Source: an optimization exercise on an open RTL-to-GDS flow (aim: small area, a short achievable clock period and few clock cycles). Production flows keep margins and buffers that such runs may drop.
At most, simulation tests tie the RTL to the original design; equivalence was not proved.
For runs 2 to 4, only the layout was checked, not whether the RTL still works.
Power and IR drop assume default switching activity.

## flow/constraint.sdc

```tcl
create_clock -name core_clock -period 8.5 [get_ports {clk}]
set_input_delay 1.7000 -clock core_clock [delete_from_list [all_inputs] [get_ports {clk}]]
set_output_delay 1.7000 -clock core_clock [all_outputs]
set_load 0.01 [all_outputs]
```

## flow/flow/run.sh

```bash
#!/bin/bash
# The standard ORFS layout, with plain buffers on the ports instead of the
# default delay-cell buffers, and a clock tree of clkbuf_8 without dummy loads.
set -euo pipefail
bash standard.sh 'BUFFER_PORTS_ARGS=-buffer_cell sky130_fd_sc_hd__buf_2' \
  'CTS_ARGS=-sink_clustering_enable -repair_clock_nets -dont_use_dummy_load -buf_list sky130_fd_sc_hd__clkbuf_8' \
  finish > standard.log 2>&1
```

## flow/design.v

```verilog
`timescale 1ns / 1ps
module seq_core(
    input              rst,    
    input              clk,
    output reg [(10)-1:0] pc,
    input  [(16)-1:0] instruction,
    output             read,
    output             write,
    output [(10)-1:0] address,
    input  [(32)-1:0] data_in,
    output [(32)-1:0] data_out,
    output             halted
);
integer k;
reg [31:0] rf [0:7];
reg [7:0]  rvalid;
reg        e_valid;
reg        e_pred;             
reg [9:0]  e_pc1;              
reg [7:0]  e_ir;
reg [2:0]  e_cc;
reg [31:0] A, B;
reg [7:0]  e_wen;              
reg        e_halt, e_load, e_store, e_jmp, e_jmpr, e_jc, e_jrc;
reg        e_sub, e_shl, e_shr, e_ashr, e_arith, e_loadc;
reg [3:0]  e_lut;              
reg        h_r;
wire [31:0] sum = A + (B ^ {32{e_sub}}) + {31'd0, e_sub};
reg  [31:0] lres;
always @(*) for (k = 0; k < 32; k = k + 1) lres[k] = e_lut[{A[k], B[k]}];
reg  [31:0] sh_in;
always @(*) for (k = 0; k < 32; k = k + 1) sh_in[k] = e_shl ? A[31-k] : A[k];
wire        sh_fill = e_ashr & A[31];
wire [63:0] sh_ext  = {{32{sh_fill}}, sh_in};
wire [31:0] sh_r    = e_ir[5] ? {32{sh_fill}} : sh_ext[e_ir[4:0] +: 32];
reg  [31:0] sh_rev;
always @(*) for (k = 0; k < 32; k = k + 1) sh_rev[k] = sh_r[31-k];
wire [31:0] result = ({32{e_load}}  & data_in)
                   | ({32{e_loadc}} & {A[23:0], e_ir[7:0]})
                   | ({32{e_shr}}   & sh_r)
                   | ({32{e_shl}}   & sh_rev)
                   | lres
                   | ({32{e_arith}} & sum);
reg cond;
always @(*) begin
    case (e_cc)
        3'b000:  cond = A[31];
        3'b001:  cond = ~A[31];
        3'b010:  cond = (A == 32'd0);
        3'b011:  cond = (A != 32'd0);
        default: cond = 1'b0;
    endcase
end
wire       e_rel    = e_jmpr | e_jrc;
wire       taken    = e_jmp | e_jmpr | ((e_jc | e_jrc) & cond);
wire       redirect = e_valid & (taken ^ e_pred);
wire [9:0] e_pcrel  = e_pc1 + {4'd0, e_ir[5:0]} - 10'd1;
wire [9:0] r_tgt    = ~taken ? e_pc1 : e_rel ? e_pcrel : B[9:0];
wire       stop     = h_r | (e_valid & e_halt);
assign read     = e_valid & e_load;
assign write    = e_valid & e_store;
assign address  = e_load ? B[9:0] : A[9:0];
assign data_out = B;
assign halted   = stop;
wire [6:0] op      = instruction[15:9];
wire       i_load  = (op[6:2] == 5'b00111);
wire       i_loadc = (op[6:2] == 5'b01000);
wire       i_store = (op[6:2] == 5'b01001);
wire       i_alu   = (op >= 7'd1) && (op <= 7'd10);
wire       i_shift = (op >= 7'd11) && (op <= 7'd13);
wire       i_jmp   = (op[6:3] == 4'b0101);
wire       i_jc    = (op[6:3] == 4'b0111);
wire       i_shl   = (op == 7'd13);
wire       a_108 = (op[6:4] == 3'b010);
wire       a_53  = (op[6:4] == 3'b000) & (~op[3] | (~op[2] & ~(op[1] & op[0])));
wire       a_86  = ~a_108 & ~a_53;
wire [7:0] a1h   = ({8{a_108}} & (8'd1 << instruction[10:8]))
                 | ({8{a_53}}  & (8'd1 << instruction[5:3]))
                 | ({8{a_86}}  & (8'd1 << instruction[8:6]));
wire [2:0] didx = (i_alu | i_shift) ? instruction[8:6] : instruction[10:8];
wire       we   = i_alu | i_shift | i_load | i_loadc;
wire [7:0] b1h  = 8'd1 << instruction[2:0];
wire       abyp = (a_108 & e_wen[instruction[10:8]])
                | (a_53  & e_wen[instruction[5:3]])
                | (a_86  & e_wen[instruction[8:6]]);
wire       bbyp = e_wen[instruction[2:0]];
reg [31:0] ra, rb;
always @(*) begin
    ra = 32'd0;
    rb = 32'd0;
    for (k = 0; k < 8; k = k + 1) begin
        ra = ra | ({32{a1h[k] & rvalid[k]}} & rf[k]);
        rb = rb | ({32{b1h[k] & rvalid[k]}} & rf[k]);
    end
end
wire [31:0] a_in = abyp ? result : ra;
wire       f_pred = (i_jmp | (i_jc & instruction[9] & ~instruction[11])) & ~bbyp;
wire       go     = ~redirect & ~stop;
wire [9:0] pc_inc = pc + 10'd1;
always @(posedge clk) begin
    for (k = 0; k < 8; k = k + 1)
        if (e_wen[k]) rf[k] <= result;
end
always @(posedge clk) begin
    e_pc1   <= pc_inc;
    e_ir    <= instruction[7:0];
    e_cc    <= instruction[11:9];
    A       <= a_in;
    B       <= bbyp ? result : rb;
    e_pred  <= f_pred;
    e_halt  <= (op == 7'h7f);
    e_load  <= i_load;
    e_store <= i_store;
    e_jmp   <= i_jmp;
    e_jmpr  <= (op[6:3] == 4'b0110);
    e_jc    <= i_jc;
    e_jrc   <= (op[6:3] == 4'b1000);
    e_sub   <= (op == 7'd3) | (op == 7'd4);
    e_shl   <= i_shl;
    e_shr   <= (op == 7'd11) | (op == 7'd12);
    e_ashr  <= (op == 7'd12);
    e_arith <= (op >= 7'd1) && (op <= 7'd4);
    e_loadc <= i_loadc;
    case (op)
        7'd5:    e_lut <= 4'b1000;    
        7'd6:    e_lut <= 4'b1110;    
        7'd7:    e_lut <= 4'b0110;    
        7'd8:    e_lut <= 4'b0111;    
        7'd9:    e_lut <= 4'b0001;    
        7'd10:   e_lut <= 4'b1001;    
        default: e_lut <= 4'b0000;
    endcase
    if (1'b0 == rst) begin
        pc      <= 10'd0;
        rvalid  <= 8'd0;
        e_valid <= 1'b0;
        e_wen   <= 8'd0;
        h_r     <= 1'b0;
    end else begin
        rvalid  <= rvalid | e_wen;
        h_r     <= stop;
        e_valid <= go;
        e_wen   <= (go & we) ? (8'd1 << didx) : 8'd0;
        if (redirect)    pc <= r_tgt;
        else if (f_pred) pc <= rb[9:0];
        else             pc <= pc_inc;
    end
end
endmodule
```

## flow/config.mk

```make
export PLATFORM = sky130hd
export DESIGN_NAME = seq_core
export DESIGN_NICKNAME = seq_core
export VERILOG_FILES = /design/flow/design.v
export SDC_FILE = /design/flow/constraint.sdc
export NUM_CORES = 4
export LEC_CHECK = 0
export CAP_MARGIN = 20
export CORE_MARGIN = 2
export CORE_UTILIZATION = 50
export PLACE_DENSITY = 0.65
export SETUP_SLACK_MARGIN = 5
export SLEW_MARGIN = 20
```

## flow/standard.sh

```bash
#!/bin/bash
# synth_recipe.tcl (not shown) runs the flow's synth.tcl, then flattens the netlist and writes it again
# the make line also repeats each setting of config.mk as NAME=value (left out here)
make -C /OpenROAD-flow-scripts/flow DESIGN_CONFIG=/design/flow/config.mk WORK_HOME=/design/flow/orfs CLKGATE_MAP_FILE= SYNTH_SCRIPT=/design/flow/synth_recipe.tcl "${@:-finish}"
```

==> summary.md, run 1 <==
| Metric | Value |
|---|---|
| Gpl congestion | between 1 and 1.5 |
| Clk sinks | 386 |
| #FFs+latches synth | around 390 |
| Critical path data required time | between 8 and 9 ns |
| CTS tree | yes |
| Clock Latency Late Sink | 0.66 ns |
| Layout cells sized above 1 | 0.217 |
| Commonest non-fill, non-tap cell in the layout | edfxtp_1 |
| GRT Residual Overflow | 0 |
| Initial antenna violation count | 0 |
| Min Tclk post-route | 3.50 ns |
| Fin nets | approximately 2300 |
| Startpoint Class | flop |
| Cell count after synthesis | between 2000 and 2500 |
| Xor/xnor share of the synthesized area | 0.0277 |
| Drt pass-1 iters | 6 |
| Number of port buffers | 104 |
| Global-route wire length before repair | 123000 microns |
| Post-synth cell types | 78 |
| Slew @ Worst Pin | around 0.99 ns |
| Drt first-iter violations | 2913 |
| Total CTS buffers | 61 |
| Pwr Total | 0.00368 W |
| Rows | between 70 and 80 |
| Core ar. | 44200 sq um |
| Worst ir drop on vdd | 0.119 mV |
| Post-route DRC | 0 |
| Final Max Slew Viols | 0 |
| Crit path DAT | roughly 3.8 ns |
| Worst hold path type | flop to flop |
| Synth Area in Simple Gates | 0.109 |
| Ys Warns | 2 |
| Initial Util | 0.507 |
| Crit. End Element | flop |
| Via count | about 20000 |
| Mean Syn Cell Area | 10.4 sq um |
| Ports | 105 |
| Primary FF master, synth | edfxtp_1 |
| Antenna-violating nets left | 0 |
| Headroom to the max-slew limit | 0.338 |
| Clock skew | 0.0424 ns |
| Max Freq | between 0.2 and 0.3 GHz |
| Die Height | 216 microns |
| Adder-cell share of the synthesized area | 0.0269 |
| Vias in the first global route | 19100 |
| # diodes | 0 |
| Cts hold-fix bufs | 0 |
| Period utilization | 0.412 |
| Hpwl dp | 54400 microns |
| Lkg Pwr | 9.63 nW |
| Post-Route Utilization | 0.577 |
| Die Width | between 200 and 250 microns |
| Largest family of logic cells by synthesized area | compound AO/OA/AOI/OAI gates |
| WL final | between 80000 and 90000 microns |
| Post-synth EDFFs | 256 |
| Crit path kind | flop to flop |
| Compound-Gate Fraction of Synth Area | 0.221 |
| Post-synthesis cell area | between 20000 and 25000 sq um |
| Area added between synthesis and finish | 13.8% |
| Most frequent cells in the layout | 256 x edfxtp_1, 206 x a22oi_1, 139 x nand2_1 |
| Fin. Hold Viols | 0 |
| Worst slack at placement | ~3.5 ns |
| Status | no timing/DRC/antenna violations |
| Register area share after synthesis | 0.459 |
| Worst Path Max Fanout | 10 |
| Clock transition at path regs | ~0.060 ns |
| P per Cell Area | 144 nW/um^2 |
| Post-Synthesis Net Count | 2244 |
| GRT Util Overall | 0.354 |
| Routed length per instance | 30.2 microns |
| Multiplexer share of the synthesized area | 0.113 |
| Setup TNS | 0 ns |
| Share of flip-flops with an asynchronous set or reset | 0 |
| Longest Clk Path Bufs | 3 |
| Max Cap Viol | 0 |
| Final setup margin | about 5.0 ns |
| CTS H-tree depth | 2 |
| Largest net degree at the start of global routing | between 60 and 70 |
| RSZ-0062 raised after global routing | yes |
| Root Driver | clkbuf_8 |
| Via density | 7.10 |
| Final setup vio count | 0 |
| Die Area | 46600 sq um |
## power breakdown
group	internal (W)	leakage (nW)	switching, W
registers	0.00202	3.43	0.0000348
logic	0.000134	5.75	0.000225
clock network	0.000626	0.439	0.000641
total	0.00278	9.63	0.000900
## synthesized netlist by cell type, drive strengths merged (4+ instances only)
master | n | area [sq um]
edfxtp | 256 | 7690
a22oi | 206 | 1550
nand2 | 140 | 526
a21oi | 138 | 691
clkbuf | 134 | 503
dfxtp | 130 | 2600
nor2 | 104 | 390
mux2i | 85 | 851
inv | 77 | 289
nand3 | 64 | 320
o21ai | 64 | 320
mux2 | 59 | 664
a221oi | 56 | 490
ha | 45 | 563
mux4 | 45 | 1010
xor2 | 45 | 394
nor3 | 43 | 215
buf | 41 | 184
nor2b | 38 | 238
nand4 | 35 | 219
a211oi | 34 | 255
a22o | 29 | 254
xnor2 | 26 | 228
o21a | 22 | 165
a31oi | 20 | 131
a21o | 18 | 135
o211ai | 18 | 135
a221o | 16 | 160
and2 | 13 | 81.3
nor4 | 13 | 81.3
and3 | 12 | 75.1
a21boi | 11 | 82.6
nand2b | 8 | 50.1
a2111oi | 7 | 62.6
o2111ai | 7 | 61.3
or2 | 7 | 43.8
a211o | 6 | 52.6
o21bai | 6 | 45.0
o221ai | 6 | 52.6
a311o | 5 | 50.1
nor4bb | 4 | 40.0
o22ai | 4 | 25.0
or3 | 4 | 25.0
## per-layer routing
layer	up-vias	GRT usage	routed length (microns)
met4	0	0.194	4910
met3	300	0.0702	9410
met2	1424	0.538	37600
met1	9782	0.478	33300
met5	-	0	0
li1	8515	-	-
## worst max-delay path, cell delays in order (launching register included)
cell and delay (ns):
dfxtp_4 0.40, buf_12 0.18, buf_12 0.13, mux4_2 0.55, mux2i_1 0.34, mux2_2 0.25
mux2i_1 0.07, a21oi_1 0.38, o211ai_1 0.20, a21oi_1 0.46, inv_1 0.24
## through the flow
step | hold WS (ns) | std cells | cell area (sq um)
after floorplan | 0.434 | 2147 | 22600
after global routing | 0.509 | 2818 | 25500
after global placement | 0.464 | 2716 | 23600
final | 0.473 | 2818 | 25500
after CTS | 0.476 | 2796 | 25000
after detailed placement | 0.465 | 2717 | 23600
## layout make-up
cell class | instances | area (sq um)
Multi-Input combinational cell | 1511 | 11900
Inverter | 78 | 305
Sequential cell | 386 | 10300
Fill cell | 3795 | 18700
Timing Repair Buffer | 190 | 1430
Tap cell | 592 | 741
Clock buffer | 61 | 840
## flip-flops by register name (all words and copies together), names as in the netlist, 3 cells and up
register / flops
e_pc1: 10
pc: 10
e_cc: 3
e_wen: 8
A: 32
rvalid: 8
B: 32
e_lut: 3
e_ir: 8
rf: 256
## timing repair
action | CTS | global route
setup buffers | 17 | 18
setup endpoints to repair | 339 | 212
pin swaps | 6 | 19
cloned | 1 | 4
resized for setup | 83 | 61
## kinds of logic (layout without fill, tap and decap cells)
| logic type | Yosys count | in the layout |
|---|---|---|
| fa+ha+maj | 47 | 47 |
| xor+xnor | 71 | 71 |
| compound gates | 699 | 700 |
| buf+inv | 253 | 329 |
| mux | 189 | 191 |
| simple gates | 502 | 502 |
| flops | 386 | 386 |
## path summary, 6_finish.rpt
path,start,endpoint,slack (ns),cells past startpoint
worst max-delay path,e_ir[0]$_DFF_P_,rf[2][18]$_DFFE_PP_,5.00,10
worst min-delay path,rvalid[6]$_SDFF_PN0_,rvalid[6]$_SDFF_PN0_,0.47,1
worst max register to register,e_ir[0]$_DFF_P_,rf[2][18]$_DFFE_PP_,5.00,10
worst min register to register,rvalid[6]$_SDFF_PN0_,rvalid[6]$_SDFF_PN0_,0.47,1
Testbench counts, summed over its fixed seeds: cycles 19,978.
==> run 2: changes to the inputs <==
--- a/flow/design.v
+++ b/flow/design.v
@@ -29,8 +29,8 @@
 reg  [31:0] lres;
 always @(*) for (k = 0; k < 32; k = k + 1) lres[k] = e_lut[{A[k], B[k]}];
 reg  [31:0] sh_in;
-always @(*) for (k = 0; k < 32; k = k + 1) sh_in[k] = e_shl ? A[31-k] : A[k];
-wire        sh_fill = e_ashr & A[31];
+always @(*) for (k = 0; k < 32; k = k + 1) sh_in[k] = e_shl ? B[31-k] : B[k];
+wire        sh_fill = e_ashr & B[31];
 wire [63:0] sh_ext  = {{32{sh_fill}}, sh_in};
 wire [31:0] sh_r    = e_ir[5] ? {32{sh_fill}} : sh_ext[e_ir[4:0] +: 32];
 reg  [31:0] sh_rev;
@@ -72,18 +72,19 @@
 wire       i_jc    = (op[6:3] == 4'b0111);
 wire       i_shl   = (op == 7'd13);
 wire       a_108 = (op[6:4] == 3'b010);
-wire       a_53  = (op[6:4] == 3'b000) & (~op[3] | (~op[2] & ~(op[1] & op[0])));
-wire       a_86  = ~a_108 & ~a_53;
+wire       a_86  = (op[6:4] == 3'b011) | (op[6:4] == 3'b100);
+wire       a_53  = ~a_108 & ~a_86;
 wire [7:0] a1h   = ({8{a_108}} & (8'd1 << instruction[10:8]))
                  | ({8{a_53}}  & (8'd1 << instruction[5:3]))
                  | ({8{a_86}}  & (8'd1 << instruction[8:6]));
+wire       b_86  = i_shift;
 wire [2:0] didx = (i_alu | i_shift) ? instruction[8:6] : instruction[10:8];
 wire       we   = i_alu | i_shift | i_load | i_loadc;
-wire [7:0] b1h  = 8'd1 << instruction[2:0];
+wire [7:0] b1h  = b_86 ? (8'd1 << instruction[8:6]) : (8'd1 << instruction[2:0]);
 wire       abyp = (a_108 & e_wen[instruction[10:8]])
                 | (a_53  & e_wen[instruction[5:3]])
                 | (a_86  & e_wen[instruction[8:6]]);
-wire       bbyp = e_wen[instruction[2:0]];
+wire       bbyp = b_86 ? e_wen[instruction[8:6]] : e_wen[instruction[2:0]];
 reg [31:0] ra, rb;
 always @(*) begin
     ra = 32'd0;
--- a/flow/config.mk
+++ b/flow/config.mk
@@ -7,7 +7,7 @@
 export LEC_CHECK = 0
 export CAP_MARGIN = 20
 export CORE_MARGIN = 2
-export CORE_UTILIZATION = 50
-export PLACE_DENSITY = 0.65
+export CORE_UTILIZATION = 40
+export PLACE_DENSITY = 0.6
 export SETUP_SLACK_MARGIN = 5
 export SLEW_MARGIN = 20
==> run 2 against run 1 <==
First-iteration DRC count is 2.7% lower; clock power is essentially flat; critical path type unchanged; hold slack about the same; still clean; sequential share of layout area down 2.2 points; register-to-register slack worse by 0.04 ns; routed wire length is 12% higher; worst setup slack worse by 0.045 ns; utilization fell by 9.8 points; clock skew decreased by 0.0055 ns; synthesized cell count is 5.0% higher; design area is 6.0% higher.
==> summary.md, run 2 <==
| Metric | Value |
|---|---|
| # fillers | 5061 (+33%) |
| Clock transition at path regs | 0.06 ns (about the same) |
| Slowest stage delay, CP | 0.43 ns (-0.12 ns) |
| Largest net degree at the start of global routing | 65 (unchanged) |
| Placed cell area | 24200 sq um (+2.3%) |
| Adder-cell share of the synthesized area | 0.0264 (-0.000544) |
| #FFs+latches synth | 386 (unchanged) |
| Buf/Inv on CP | 4 (+1) |
| Worst R2R Setup Slack | 4.95 ns (-0.04 ns) |
| Headroom to the max-slew limit | 0.197 (-0.141) |
| Largest delay contributor family on the critical path | compound AO/OA/AOI/OAI gates |
| Area leader, netlist | edfxtp_1 |
| Via count | 21100 (+5.2%) |
| Critical path startpoint | e_sub$_DFF_P_ |
| WL final | 95800 microns (+12%) |
| Drt first-iter violations | 2834 (-2.7%) |
| Max Freq | 0.282 GHz (-1.3%) |
| Placed insts | 2978 (+9.6%) |
| Largest family of logic cells by synthesized area | compound AO/OA/AOI/OAI gates |
| Ys Warns | 2 (unchanged) |
| Global-route wire length before repair | 136000 microns (+10%) |
| Initial antenna violation count | 1 (+1) |
| Top reg by flops | rf |
| Multiplexer share of the synthesized area | 0.101 (-0.0113) |
| Status | no timing/DRC/antenna violations |
| Clock Latency Late Sink | 0.66 ns (about the same) |
| Mean Syn Cell Area | 10.1 sq um (-2.8%) |
| Worst reg2reg path startpoint | e_sub$_DFF_P_ |
| Critical path data required time | 8.85 ns (about the same) |
| Number of port buffers | 104 (unchanged) |
| GRT Residual Overflow | 0 (unchanged) |
| Ports | 105 (unchanged) |
| Leading cell types by count after synthesis | 256 x edfxtp_1, 244 x a22oi_1, 173 x nand2_1 |
| Longest Clk Path Bufs | 3 (unchanged) |
| Slew @ Worst Pin | 1.20 ns (+0.211 ns) |
| Cell count after synthesis | 2255 (+5.0%) |
| Gpl congestion | 1.01 (-2.2%) |
| Antenna-violating nets left | 0 (unchanged) |
| Synth area leaders | edfxtp_1 34%, dfxtp_1 11%, a22oi_1 8.0%, mux4_2 3.7%, a21oi_1 3.2% |
| Final Max Slew Viols | 0 (unchanged) |
| Post-synthesis cell area | 22900 sq um (+2.1%) |
| RSZ-0062 raised after global routing | yes |
| Routed length per instance | 30.7 microns (+1.4%) |
| Commonest non-fill, non-tap cell in the layout | edfxtp_1 |
| Synth Area in Simple Gates | 0.125 (+0.0161) |
| Most numerous cell in the Yosys netlist | edfxtp_1 |
| Die Width | 243 microns (+13%) |
| Startpoint Class | flop |
| Layout cells sized above 1 | 0.239 (+0.0216) |
| Via density | 6.75 (-5.0%) |
| Post-route DRC | 0 (unchanged) |
| Min Tclk post-route | 3.55 ns (+0.0450 ns) |
| P per Cell Area | 148 nW/um^2 (+2.7%) |
| Crit path DAT | 3.90 ns (+0.06 ns) |
| Die Height | 243 microns (+13%) |
| Post-Synthesis Net Count | 2352 (+4.8%) |
| Core ar. | 56500 sq um (+28%) |
| Share of flip-flops with an asynchronous set or reset | 0 (unchanged) |
| Largest register FFs | 256 (unchanged) |
| Clk sinks | 386 (unchanged) |
| Fin. Hold Viols | 0 (unchanged) |
| Compound-Gate Fraction of Synth Area | 0.226 (+0.00499) |
| Area added between synthesis and finish | 18.2% |
| Crit. End Element | flop |
| Final Instance Area | 27100 sq um (+6.0%) |
| Drt pass-1 iters | 5 (-1) |
| CTS H-tree depth | 2 (unchanged) |
| Worst Path Max Fanout | 10 (unchanged) |
| Total CTS buffers | 59 (-3.3%) |
| Vias in the first global route | 20100 (+5.2%) |
| Xor/xnor share of the synthesized area | 0.0260 (-0.00171) |
| Worst ir drop on vdd | 0.100 mV (-16%) |
| Period utilization | 0.417 (+0.00529) |
| Post-synth EDFFs | 256 (unchanged) |
| Worst Min Path Start | h_r$_SDFF_PN0_ |
| Crit path kind | flop to flop |
| Clock skew | 0.0369 ns (-0.00550 ns) |
| Lkg Pwr | 9.87 nW (+2.6%) |
| Rows | 87 (+13%) |
| Hpwl dp | 61800 microns (+14%) |
| Largest registers | rf: 256 flops, A: 32 flops, B: 32 flops |
| GRT Util Overall | 0.309 (-0.0456) |
| Max Cap Viol | 0 (unchanged) |
| Critical path's slowest cell | or3_4 |
| Worst hold path type | flop to flop |
| Post-synth cell types | 86 (+10%) |
| Root Driver | clkbuf_8 |
| Most frequent cells in the layout | 256 x edfxtp_1, 233 x a22oi_1, 171 x nand2_1 |
| Post-Route Utilization | 0.479 (-0.0981) |
| Register area share after synthesis | 0.450 (-0.00928) |
| Share of the synthesized area in the top cell type | 0.336 (-0.00694) |
| Final setup vio count | 0 (unchanged) |
| Fin cells | 3122 (+11%) |
| Primary FF master, synth | edfxtp_1 |
| Crit path cell chain | buf_12 -> buf_4 -> xor2_1 -> ha_1 -> nand4_1 -> or3_4 -> a21boi_2 -> o41ai_2 -> o21ai_2 -> xnor2_2 -> a221oi_4 -> buf_6 -> clkinvlp_4 |
| Cts hold-fix bufs | 0 (unchanged) |
| Fin nets | 2463 (+5.9%) |
| Die Area | 59100 sq um (+27%) |
| CTS tree | yes |
| Setup TNS | 0 ns (unchanged) |
| Initial Util | 0.405 (-0.102) |
[run 2: worst reg2reg max path, stage by stage (launching register included)]
cell and delay (ns):
dfxtp_4 0.35, buf_12 0.14, buf_4 0.19, xor2_1 0.16, ha_1 0.38, nand4_1 0.20
or3_4 0.43, a21boi_2 0.19, o41ai_2 0.26, o21ai_2 0.13, xnor2_2 0.19, a221oi_4 0.30
buf_6 0.18, clkinvlp_4 0.15
[run 2: logic make-up after synthesis]
logic type,Yosys count
adders and majority gates,47
AOI/OAI and AO/OA,739
buffers and inverters,262
and+or+nand+nor,586
DFF,386
xor gates and xnor gates,68
muxes,167
[run 2: cell type report]
cell class                      instances  area, sq um  share of cell area
Timing Repair Buffer                  231         1990              0.0736
Antenna cell                            2         5.00            0.000185
Tap cell                              756          946              0.0350
Clock buffer                           59          812              0.0300
Sequential cell                       386        10400               0.383
Inverter                               78          309              0.0114
Multi-Input combinational cell       1610        12600               0.467
[run 2: power by group]
| group | switching (W) | internal (W) |
|---|---|---|
| Sequential | 0.0000896 | 0.00207 |
| Combinational | 0.000385 | 0.000225 |
| Clock | 0.000634 | 0.000607 |
[run 2: repair_timing]
| action | 4_1_cts | 5_1_grt |
|---|---|---|
| gates cloned | 8 | 4 |
| pin swaps | 17 | 35 |
| setup buffers | 28 | 43 |
| gates resized for setup | 150 | 130 |
| setup endpoints to repair | 341 | 207 |
[run 2: stage by stage]
| stage | total power [W] | setup slack [ns] | hold WS, ns |
|---|---|---|---|
| 6_report | 0.00401 | 4.95 | 0.472 |
| 5_1_grt | 0.00414 | 4.81 | 0.521 |
| 3_3_place_gp | 0.00271 | 3.53 | 0.453 |
| 2_1_floorplan | 0.00249 | 4.90 | 0.435 |
| 3_5_place_dp | 0.00271 | 3.46 | 0.458 |
| 4_1_cts | 0.00397 | 4.86 | 0.475 |
[run 2: per-layer routing]
metal | global-route usage | up-vias | wire length (microns)
li1 | - | 8951 | -
met1 | 0.402 | 10200 | 35900
met2 | 0.479 | 1506 | 43400
met3 | 0.0582 | 365 | 10600
met4 | 0.182 | 0 | 5890
met5 | 0 | - | 0
[run 2: final timing paths]
kind / to / cells past startpoint
min reg2reg: h_r$_SDFF_PN0_ / 2
min: h_r$_SDFF_PN0_ / 2
max reg2reg: rf[2][29]$_DFFE_PP_ / 13
max: rf[2][29]$_DFFE_PP_ / 13
==> run 3: changes to the inputs <==
--- a/flow/design.v
+++ b/flow/design.v
@@ -23,16 +23,33 @@
 reg [7:0]  e_wen;              
 reg        e_halt, e_load, e_store, e_jmp, e_jmpr, e_jc, e_jrc;
 reg        e_sub, e_shl, e_shr, e_ashr, e_arith, e_loadc;
-reg [3:0]  e_lut;              
+reg [3:0]  e_lut;
+reg [3:0]  e_sa0, e_sa1;        
+reg        e_sbig;              
 reg        h_r;
 wire [31:0] sum = A + (B ^ {32{e_sub}}) + {31'd0, e_sub};
 reg  [31:0] lres;
 always @(*) for (k = 0; k < 32; k = k + 1) lres[k] = e_lut[{A[k], B[k]}];
 reg  [31:0] sh_in;
-always @(*) for (k = 0; k < 32; k = k + 1) sh_in[k] = e_shl ? B[31-k] : B[k];
-wire        sh_fill = e_ashr & B[31];
-wire [63:0] sh_ext  = {{32{sh_fill}}, sh_in};
-wire [31:0] sh_r    = e_ir[5] ? {32{sh_fill}} : sh_ext[e_ir[4:0] +: 32];
+always @(*) for (k = 0; k < 32; k = k + 1) sh_in[k] = e_shl ? A[31-k] : A[k];
+wire        sh_fill = e_ashr & A[31];
+reg  [31:0] s1, s2, sh_r;
+always @(*) begin
+    for (k = 0; k < 32; k = k + 1) begin
+        s1[k] = (e_sa0[0] & sh_in[k])
+              | (e_sa0[1] & (k + 1 < 32 ? sh_in[(k + 1) % 32] : sh_fill))
+              | (e_sa0[2] & (k + 2 < 32 ? sh_in[(k + 2) % 32] : sh_fill))
+              | (e_sa0[3] & (k + 3 < 32 ? sh_in[(k + 3) % 32] : sh_fill));
+    end
+    for (k = 0; k < 32; k = k + 1) begin
+        s2[k] = (e_sa1[0] & s1[k])
+              | (e_sa1[1] & (k + 4  < 32 ? s1[(k + 4)  % 32] : sh_fill))
+              | (e_sa1[2] & (k + 8  < 32 ? s1[(k + 8)  % 32] : sh_fill))
+              | (e_sa1[3] & (k + 12 < 32 ? s1[(k + 12) % 32] : sh_fill));
+    end
+    for (k = 0; k < 32; k = k + 1)
+        sh_r[k] = e_sbig ? sh_fill : e_ir[4] ? (k + 16 < 32 ? s2[(k + 16) % 32] : sh_fill) : s2[k];
+end
 reg  [31:0] sh_rev;
 always @(*) for (k = 0; k < 32; k = k + 1) sh_rev[k] = sh_r[31-k];
 wire [31:0] result = ({32{e_load}}  & data_in)
@@ -72,19 +89,18 @@
 wire       i_jc    = (op[6:3] == 4'b0111);
 wire       i_shl   = (op == 7'd13);
 wire       a_108 = (op[6:4] == 3'b010);
-wire       a_86  = (op[6:4] == 3'b011) | (op[6:4] == 3'b100);
-wire       a_53  = ~a_108 & ~a_86;
+wire       a_53  = (op[6:4] == 3'b000) & (~op[3] | (~op[2] & ~(op[1] & op[0])));
+wire       a_86  = ~a_108 & ~a_53;
 wire [7:0] a1h   = ({8{a_108}} & (8'd1 << instruction[10:8]))
                  | ({8{a_53}}  & (8'd1 << instruction[5:3]))
                  | ({8{a_86}}  & (8'd1 << instruction[8:6]));
-wire       b_86  = i_shift;
 wire [2:0] didx = (i_alu | i_shift) ? instruction[8:6] : instruction[10:8];
 wire       we   = i_alu | i_shift | i_load | i_loadc;
-wire [7:0] b1h  = b_86 ? (8'd1 << instruction[8:6]) : (8'd1 << instruction[2:0]);
+wire [7:0] b1h  = 8'd1 << instruction[2:0];
 wire       abyp = (a_108 & e_wen[instruction[10:8]])
                 | (a_53  & e_wen[instruction[5:3]])
                 | (a_86  & e_wen[instruction[8:6]]);
-wire       bbyp = b_86 ? e_wen[instruction[8:6]] : e_wen[instruction[2:0]];
+wire       bbyp = e_wen[instruction[2:0]];
 reg [31:0] ra, rb;
 always @(*) begin
     ra = 32'd0;
@@ -106,6 +122,9 @@
     e_pc1   <= pc_inc;
     e_ir    <= instruction[7:0];
     e_cc    <= instruction[11:9];
+    e_sa0   <= 4'd1 << instruction[1:0];
+    e_sa1   <= 4'd1 << instruction[3:2];
+    e_sbig  <= instruction[5];
     A       <= a_in;
     B       <= bbyp ? result : rb;
     e_pred  <= f_pred;
--- a/flow/config.mk
+++ b/flow/config.mk
@@ -7,7 +7,7 @@
 export LEC_CHECK = 0
 export CAP_MARGIN = 20
 export CORE_MARGIN = 2
-export CORE_UTILIZATION = 40
-export PLACE_DENSITY = 0.6
+export CORE_UTILIZATION = 50
+export PLACE_DENSITY = 0.65
 export SETUP_SLACK_MARGIN = 5
 export SLEW_MARGIN = 20
==> run 3 against run 2 <==
Worst setup slack gained 0.0046 ns; utilization grew 10 points; register-to-register slack is essentially flat; sequential share of layout area grew 2.5 points; clock-buffer cell count grew 1; sequential cell count grew 8; routed wire length shrank 4.7%; die area shrank 21%; still clean on timing, DRC and antenna; via count shrank 2.3%; design area shrank 4.8%; area after synthesis shrank 1.6%; critical path depth shrank 5.
==> summary.md, run 3 <==
| Metric | Value |
|---|---|
| # fillers | 3796 (-25%) |
| Lkg Pwr | 9.82 nW (-0.50%) |
| Largest net degree at the start of global routing | 65 (unchanged) |
| Largest register FFs | 256 (unchanged) |
| Most numerous cell in the Yosys netlist | edfxtp_1 |
| Synth area leaders | edfxtp_1 34%, dfxtp_1 12%, a22oi_1 8.5%, a21oi_1 4.2%, mux2_2 3.1% |
| Seq pwr share | 0.562 (+0.024) |
| Buf/Inv on CP | 2 (-2) |
| Slowest stage delay, CP | 0.91 ns (+0.48 ns) |
| Post-Synthesis Net Count | 2312 (-1.7%) |
| Mean Syn Cell Area | 10.2 sq um (+0.16%) |
| Die Height | 216 microns (-11%) |
| Status | no timing/DRC/antenna violations |
| Core ar. | 44300 sq um (-22%) |
| Crit path cell chain | clkinv_2 -> a31oi_1 -> nor3_2 -> a22o_1 -> a21oi_1 -> a211o_1 -> a21oi_2 -> inv_1 |
| Rows | 77 (-11%) |
| Initial antenna violation count | 0 (-1) |
| Placed insts | 2784 (-6.5%) |
| Register area share after synthesis | 0.464 (+0.0145) |
| Number of port buffers | 104 (unchanged) |
| Via density | 7.12 (+5.4%) |
| Share of flip-flops with an asynchronous set or reset | 0 (unchanged) |
| Layout cells sized above 1 | 0.212 (-0.0268) |
| Crit path DAT | 3.99 ns (+0.09 ns) |
| Pint | 0.00280 W (-3.4%) |
| Post-synth cell types | 87 (+1.2%) |
| Final Max Slew Viols | 0 (unchanged) |
| Slew @ Worst Pin | 0.912 ns (-0.289 ns) |
| Final setup vio count | 0 (unchanged) |
| Critical path's slowest cell | dfxtp_1 |
| Global-route wire length before repair | 130000 microns (-4.0%) |
| Clock network power share | 0.340 (+0.031) |
| Root Driver | clkbuf_8 |
| Fin nets | 2399 (-2.6%) |
| CTS tree | yes |
| Clk sinks | 394 (+2.1%) |
| Area added between synthesis and finish | 14.3% |
| Longest Clk Path Bufs | 3 (unchanged) |
| Startpoint Class | flop |
| Crit. End Element | flop |
| Primary FF master, synth | edfxtp_1 |
| Drt pass-1 iters | 8 (+3) |
| Cell count after synthesis | 2215 (-1.8%) |
| Area leader, netlist | edfxtp_1 |
| Worst Path Max Fanout | 15 (+5) |
| Clock transition at path regs | 0.06 ns (about the same) |
| Final Instance Area | 25700 sq um (-4.8%) |
| Via count | 20600 (-2.3%) |
| Hold WS | 0.486 ns (+0.0139 ns) |
| Worst ir drop on vdd | 0.171 mV (+71%) |
| Combinational power share | 0.097 (-0.055) |
| Total CTS buffers | 60 (+1.7%) |
| RSZ-0062 raised after global routing | yes |
| Worst R2R Setup Slack | 4.96 ns (about the same) |
| Vias in the first global route | 19400 (-3.4%) |
| WL final | 91300 microns (-4.7%) |
| CTS H-tree depth | 2 (unchanged) |
| Placed cell area | 23500 sq um (-2.5%) |
| Commonest non-fill, non-tap cell in the layout | edfxtp_1 |
| GRT Util Overall | 0.374 (+0.0656) |
| Leading cell types by count after synthesis | 256 x edfxtp_1, 254 x a22oi_1, 189 x a21oi_1 |
| Pwr Total | 0.00373 W (-7.0%) |
| Max Cap Viol | 0 (unchanged) |
| GRT Residual Overflow | 0 (unchanged) |
| Critical path data required time | 8.94 ns (+0.09 ns) |
| Routed length per instance | 31.6 microns (+2.9%) |
| Initial Util | 0.508 (+0.103) |
| Worst hold path type | flop to flop |
| Die Area | 46700 sq um (-21%) |
| P per Cell Area | 145 nW/um^2 (-2.3%) |
| Sw Ratio | 0.248 (-0.0284) |
| Max Freq | 0.282 GHz (+0.13%) |
| Drt first-iter violations | 2916 (+2.9%) |
| Gpl congestion | 1.00 (-1.1%) |
| Min Tclk post-route | 3.54 ns (-0.00456 ns) |
| Headroom to the max-slew limit | 0.391 (+0.195) |
| Fin cells | 2892 (-7.4%) |
| Most frequent cells in the layout | 256 x edfxtp_1, 245 x a22oi_1, 175 x a21oi_1 |
| Post-synth EDFFs | 256 (unchanged) |
| Crit path kind | flop to flop |
| Largest registers | rf: 256 flops, A: 32 flops, B: 32 flops |
| Share of the synthesized area in the top cell type | 0.341 (+0.00551) |
| Ys Warns | 2 (unchanged) |
| Hpwl dp | 58000 microns (-6.2%) |
| Die Width | 216 microns (-11%) |
| Post-synthesis cell area | 22500 sq um (-1.6%) |
| Antenna-violating nets left | 0 (unchanged) |
| #FFs+latches synth | 394 (+2.1%) |
| Top reg by flops | rf |
| Fin. Hold Viols | 0 (unchanged) |
| Setup TNS | 0 ns (unchanged) |
| Period utilization | 0.417 (-0.000536) |
| Largest delay contributor family on the critical path | compound AO/OA/AOI/OAI gates |
| Post-route DRC | 0 (unchanged) |
| Clock skew | 0.0624 ns (+0.0255 ns) |
| Clock Latency Late Sink | 0.67 ns (about the same) |
| # diodes | 0 (-2) |
| P_sw | 0.000925 W (-17%) |
| Ports | 105 (unchanged) |
[run 3: changes by cell type after synthesis, moves of 15 or more]
cell / before / now
a22o_1: 3 / 38
a221oi_1: 36 / 57
nor2_1: 128 / 100
mux2i_1: 74 / 54
mux4_2: 38 / 8
buf_1: 26 / 10
nand2_1: 173 / 146
nand4_1: 48 / 22
mux2_2: 46 / 61
a21oi_1: 148 / 189
[run 3: final timing paths]
check                      startpoint                  end  depth (start not counted)
hold reg to reg      pc[9]$_SDFF_PN0_     e_pc1[9]$_DFF_P_                          1
hold / removal       pc[9]$_SDFF_PN0_     e_pc1[9]$_DFF_P_                          1
setup / recovery  e_sa1[3]$_SDFF_PN0_  rf[7][14]$_DFFE_PP_                          8
setup reg to reg  e_sa1[3]$_SDFF_PN0_  rf[7][14]$_DFFE_PP_                          8
[run 3: cell families (layout without fill, tap and decap cells)]
logic type,count (synthesis),count (layout),synth area share
compound gates,820,820,0.261
xor+xnor,69,69,0.0268
fa+ha+maj,47,47,0.0268
buf+inv,252,337,0.0441
flops,394,394,0.464
mux,130,130,0.0670
simple gates,503,503,0.110
[run 3: layout make-up]
| class | instances | area [sq um] | share of cell area |
|---|---|---|---|
| clock buffers | 60 | 826 | 0.0321 |
| inverters | 77 | 295 | 0.0115 |
| multi-input cells | 1569 | 11800 | 0.458 |
| flip-flops and latches | 394 | 10500 | 0.408 |
| well taps | 592 | 741 | 0.0288 |
| repair buffers | 200 | 1600 | 0.0623 |
[run 3: per-stage QoR]
step | setup WS (ns) | util
after floorplan | 4.85 | -
after global routing | 4.92 | 0.581
final | 4.96 | 0.581
after global placement | 3.56 | 0.531
after CTS | 4.92 | 0.564
after detailed placement | 3.44 | 0.531
[run 3: power groups by stage]
stage / Clock, W / Sequential, W / Combinational [W]
floorplan: 0 / 0.00212 / 0.000205
global route: 0.00137 / 0.00210 / 0.000384
CTS: 0.00129 / 0.00209 / 0.000336
detailed placement: 0 / 0.00213 / 0.000320
finish: 0.00127 / 0.00210 / 0.000363
global placement: 0 / 0.00213 / 0.000317
[run 3: what timing repair did]
item	CTS	global route
setup buffers	9	31
gates resized for setup	95	89
pin swaps	9	28
setup endpoints to repair	334	247
cloned	3	5
hold buffers	0	0
[run 3: per-layer routing]
metal,routed length [microns],global-route usage,part of all wire,up-vias
met3,10500,0.0982,0.12,336
met1,35800,0.506,0.39,9993
met2,39000,0.546,0.43,1464
li1,-,-,-,8786
met5,0,0,0,-
met4,5870,0.206,0.064,0
==> run 4: changes to the inputs <==
--- a/flow/design.v
+++ b/flow/design.v
@@ -101,16 +101,18 @@
                 | (a_53  & e_wen[instruction[5:3]])
                 | (a_86  & e_wen[instruction[8:6]]);
 wire       bbyp = e_wen[instruction[2:0]];
-reg [31:0] ra, rb;
+wire [7:0] rmask = rvalid & ~e_wen;
+reg [31:0] ra, rf_b;
 always @(*) begin
-    ra = 32'd0;
-    rb = 32'd0;
+    ra   = {32{abyp}} & result;
+    rf_b = 32'd0;
     for (k = 0; k < 8; k = k + 1) begin
-        ra = ra | ({32{a1h[k] & rvalid[k]}} & rf[k]);
-        rb = rb | ({32{b1h[k] & rvalid[k]}} & rf[k]);
+        ra   = ra   | ({32{a1h[k] & rmask[k]}} & rf[k]);
+        rf_b = rf_b | ({32{b1h[k] & rmask[k]}} & rf[k]);
     end
 end
-wire [31:0] a_in = abyp ? result : ra;
+wire [31:0] rb = rf_b | ({32{bbyp}} & result);
+wire [31:0] a_in = ra;
 wire       f_pred = (i_jmp | (i_jc & instruction[9] & ~instruction[11])) & ~bbyp;
 wire       go     = ~redirect & ~stop;
 wire [9:0] pc_inc = pc + 10'd1;
@@ -126,7 +128,7 @@
     e_sa1   <= 4'd1 << instruction[3:2];
     e_sbig  <= instruction[5];
     A       <= a_in;
-    B       <= bbyp ? result : rb;
+    B       <= rb;
     e_pred  <= f_pred;
     e_halt  <= (op == 7'h7f);
     e_load  <= i_load;
@@ -162,7 +164,7 @@
         e_valid <= go;
         e_wen   <= (go & we) ? (8'd1 << didx) : 8'd0;
         if (redirect)    pc <= r_tgt;
-        else if (f_pred) pc <= rb[9:0];
+        else if (f_pred) pc <= rf_b[9:0];
         else             pc <= pc_inc;
     end
 end
==> run 4 against run 3 <==
Die area decreased by 0.42%; largest cell class unchanged; critical endpoint is now pc[9]$_SDFF_PN0_; worst setup slack improved by 0.045 ns; utilization rose by 0.23 points.
==> summary.md, run 4 <==
| Metric | Value |
|---|---|
| Status | no timing/DRC/antenna violations |
| Register area | 10500 sq um (about the same) |
| Metal2 WL | 39500 microns (+1.2%) |
| Die Area | 46600 sq um (-0.42%) |
| P per Cell Area | 142 nW/um^2 (-2.3%) |
| Capturing point of the worst reg2reg path | pc[9]$_SDFF_PN0_ |
| Post-route DRC | 0 (unchanged) |
| Max Freq | 0.286 GHz (+1.3%) |
| Lkg Pwr | 9.46 nW (-3.7%) |
| Core ar. | 44200 sq um (-0.22%) |
| Worst reg2reg path startpoint | A[1]$_DFF_P_ |
| M1 wire length | 34800 microns (-2.8%) |
| DR top layer | met4 |
| Vias in the first global route | 19600 (+0.82%) |
| Post-synthesis cell area | 22400 sq um (-0.42%) |
| Longest Clk Path Bufs | 3 (unchanged) |
| Headroom to the max-slew limit | 0.366 (-0.0254) |
| Die Width | 216 microns (-0.21%) |
| Clock transition at path regs | 0.06 ns (about the same) |
| Post-synth cell types | 88 (+1.1%) |
| Post-Synthesis Net Count | 2251 (-2.6%) |
| Cell count after synthesis | 2154 (-2.8%) |
| Primary FF master, synth | edfxtp_1 |
| Setup TNS | 0 ns (unchanged) |
| Cts hold-fix bufs | 0 (unchanged) |
| GRT Util Overall | 0.371 (-0.00367) |
| Hold worst-path end | rvalid[0]$_SDFF_PN0_ |
| Worst ir drop on vdd | 0.248 mV (+45%) |
| Largest register FFs | 256 (unchanged) |
| CTS tree | yes |
| Commonest non-fill, non-tap cell in the layout | edfxtp_1 |
| Ports | 105 (unchanged) |
| Initial antenna violation count | 1 (+1) |
| GRT Residual Overflow | 0 (unchanged) |
| Worst Min Path Start | rvalid[0]$_SDFF_PN0_ |
| #FFs+latches synth | 394 (unchanged) |
| Total CTS buffers | 59 (-1.7%) |
| Root Driver | clkbuf_8 |
| Largest registers | rf: 256 flops, A: 32 flops, B: 32 flops |
| Global-route wire length before repair | 129000 microns (-0.71%) |
| Mean Syn Cell Area | 10.4 sq um (+2.4%) |
| Slew @ Worst Pin | 0.947 ns (+0.0351 ns) |
| Crit path kind | flop to flop |
| Clock skew | 0.0823 ns (+0.0199 ns) |
| Ys Warns | 2 (unchanged) |
| Initial Util | 0.507 (-0.00104) |
| Hold path cells | 1 (unchanged) |
| Crit path DAT | 4.02 ns (+0.03 ns) |
| Leading cell types by count after synthesis | 256 x edfxtp_1, 170 x a22oi_1, 163 x a21oi_1 |
| Die Height | 216 microns (-0.21%) |
| Fin nets | 2360 (-1.6%) |
| Largest net degree at the start of global routing | 65 (unchanged) |
| Hpwl dp | 58600 microns (+1.0%) |
| Drt first-iter violations | 3373 (+16%) |
| Synth area leaders | edfxtp_1 34%, dfxtp_1 12%, a22oi_1 5.7%, a21oi_1 3.6%, a221oi_1 2.8% |
| Worst hold path type | flop to flop |
| Gpl congestion | 1.03 (+3.2%) |
| Critical path data required time | 9.02 ns (+0.08 ns) |
| Most frequent cells in the layout | 256 x edfxtp_1, 167 x a22oi_1, 143 x a21oi_1 |
| Layout cells sized above 1 | 0.223 (+0.0116) |
| Fin. Hold Viols | 0 (unchanged) |
| Via count | 20600 (-0.058%) |
| Area added between synthesis and finish | 15.0% |
| Crit. End Element | flop |
| WL final | 89200 microns (-2.3%) |
| Drt pass-1 iters | 9 (+1) |
| CTS H-tree depth | 2 (unchanged) |
| Fin cells | 2854 (-1.3%) |
| Number of port buffers | 104 (unchanged) |
| Final Max Slew Viols | 0 (unchanged) |
| Worst Path Max Fanout | 16 (+1) |
| Area leader, netlist | edfxtp_1 |
| Min Tclk post-route | 3.50 ns (-0.0445 ns) |
| Rows | 77 (unchanged) |
| # fillers | 3771 (-0.66%) |
| Final setup vio count | 0 (unchanged) |
| Top reg by flops | rf |
| Period utilization | 0.411 (-0.00524) |
| Register area share after synthesis | 0.466 (+0.00197) |
| Clock Latency Late Sink | 0.67 ns (about the same) |
| Met3 wire length | 10500 microns (-0.64%) |
| R2R depth | 10 (+2) |
| Critical path startpoint | A[1]$_DFF_P_ |
| Area occupied by multi-input gates | 11900 sq um (+0.73%) |
| Share of flip-flops with an asynchronous set or reset | 0 (unchanged) |
| Worst R2R Setup Slack | 5.00 ns (+0.04 ns) |
| Via density | 7.21 (+1.3%) |
| Most numerous cell in the Yosys netlist | edfxtp_1 |
| Post-synth EDFFs | 256 (unchanged) |
| Share of the synthesized area in the top cell type | 0.343 (+0.00145) |
| Placed insts | 2739 (-1.6%) |
| Antenna-violating nets left | 0 (unchanged) |
| Clk sinks | 394 (unchanged) |
| Max Cap Viol | 0 (unchanged) |
| Startpoint Class | flop |
| RSZ-0062 raised after global routing | yes |
| Routed length per instance | 31.2 microns (-0.99%) |
==> run 4: worst max-delay path by stage <==
| stage | endpoint | slack [ns] | cells past startpoint |
|---|---|---|---|
| 2_1_floorplan | A[11]$_DFF_P_ | 4.96 | 7 |
| 3_3_place_gp | A[0]$_DFF_P_ | 3.95 | 10 |
| 3_5_place_dp | A[0]$_DFF_P_ | 3.94 | 10 |
| 4_1_cts | A[6]$_DFF_P_ | 4.95 | 9 |
| 5_1_grt | pc[9]$_SDFF_PN0_ | 4.93 | 10 |
| 6_report | pc[9]$_SDFF_PN0_ | 5.00 | 10 |
==> run 4: per-stage QoR <==
step | instance area [sq um] | setup WS [ns] | hold WS, ns | util | power, W
final | 25800 | 5.00 | 0.458 | 0.583 | 0.00365
after global routing | 25800 | 4.93 | 0.480 | 0.583 | 0.00376
after CTS | 25100 | 4.95 | 0.460 | 0.568 | 0.00365
after detailed placement | 23600 | 3.94 | 0.446 | 0.535 | 0.00240
after global placement | 23600 | 3.95 | 0.433 | 0.535 | 0.00240
after floorplan | 22600 | 4.96 | 0.420 | - | 0.00229
==> run 4: cells by family (layout without fill, tap and decap cells) <==
| kind of cell | after synthesis | in the layout | share of synthesized area |
|---|---|---|---|
| AO/OA/AOI/OAI | 826 | 826 | 0.272 |
| XOR/XNOR | 69 | 69 | 0.0270 |
| adder cells (fa/ha/maj) | 47 | 47 | 0.0269 |
| buffers and inverters | 238 | 345 | 0.0415 |
| flip-flops | 394 | 394 | 0.466 |
| multiplexers | 119 | 119 | 0.0629 |
| other | 0 | 1 | 0 |
| AND/OR/NAND/NOR | 461 | 461 | 0.104 |
==> run 4: timing repair <==
action / in CTS / in global routing
endpoints found under the setup margin: 329 / 231
buffers inserted: 23 / 27
gates resized for setup: 100 / 91
pin swaps: 17 / 43
cloned: 2 / 3
==> run 4: area by class of cell <==
type / instances / area share
Inverter: 71 / 0.0107
Tap cell: 592 / 0.0287
Sequential cell: 394 / 0.407
Clock buffer: 59 / 0.0315
Timing Repair Buffer: 215 / 0.0618
Multi-Input combinational cell: 1522 / 0.460
Antenna cell: 1 / 0.0000970
==> run 4: critical path: stages, from the launching register on <==
cell and delay, ns:
dfxtp_2 0.42, nor4_2 0.59, nand4_1 0.36, o31ai_2 0.41
xor2_1 0.15, a211oi_2 0.24, buf_4 0.27, xor2_1 0.38
o21ai_0 0.18, buf_4 0.21, o221ai_1 0.15
==> run 4: metal layers <==
metal  GRT usage  up-vias
li1            -     8738
met1       0.507    10000
met2       0.566     1504
met3      0.0810      313
met4       0.165        0
met5           0        -
==> run 4: power by group <==
group / internal, W / switching, W / total [W]
Combinational: 0.000107 / 0.000206 / 0.000313
Sequential: 0.00206 / 0.0000268 / 0.00208
Clock: 0.000608 / 0.000648 / 0.00126

port drivers added, routing unchanged:
How much do the figures lean on ideal ports? The routed layouts below were timed once more, with nothing changed but the port constraints. Step 1: set_driving_cell puts a clkbuf_16 on clk and a buf_2 on each other input, an assumption about the parent block. Step 2 times the ports against the registers' clock, not the clock port: input delays grow and output delays shrink by t, the midpoint of the rising clock arrivals with the driver on. a / b / c = ideal ports / drivers / drivers and shift; a / b = the first two.
| run | t, ns | setup slack, ns | worst setup path at the end | worst register clock-pin slew, ns |
|---|---|---|---|---|
| run 1 | 0.694 | 4.998 / 4.998 / 4.343 | input to register | 0.07 / 0.07 |
| run 2 | 0.688 | 4.953 / 4.953 / 4.282 | input to register | 0.07 / 0.07 |
| run 3 | 0.694 | 4.958 / 4.958 / 4.338 | input to register | 0.07 / 0.07 |
| run 4 | 0.685 | 5.002 / 4.974 / 4.356 | input to register | 0.07 / 0.07 |
After both steps setup and hold are still met in every run listed. The setup slack of run 2, which loses most, moves by 0.000 ns with the drivers and by -0.671 ns with both steps.
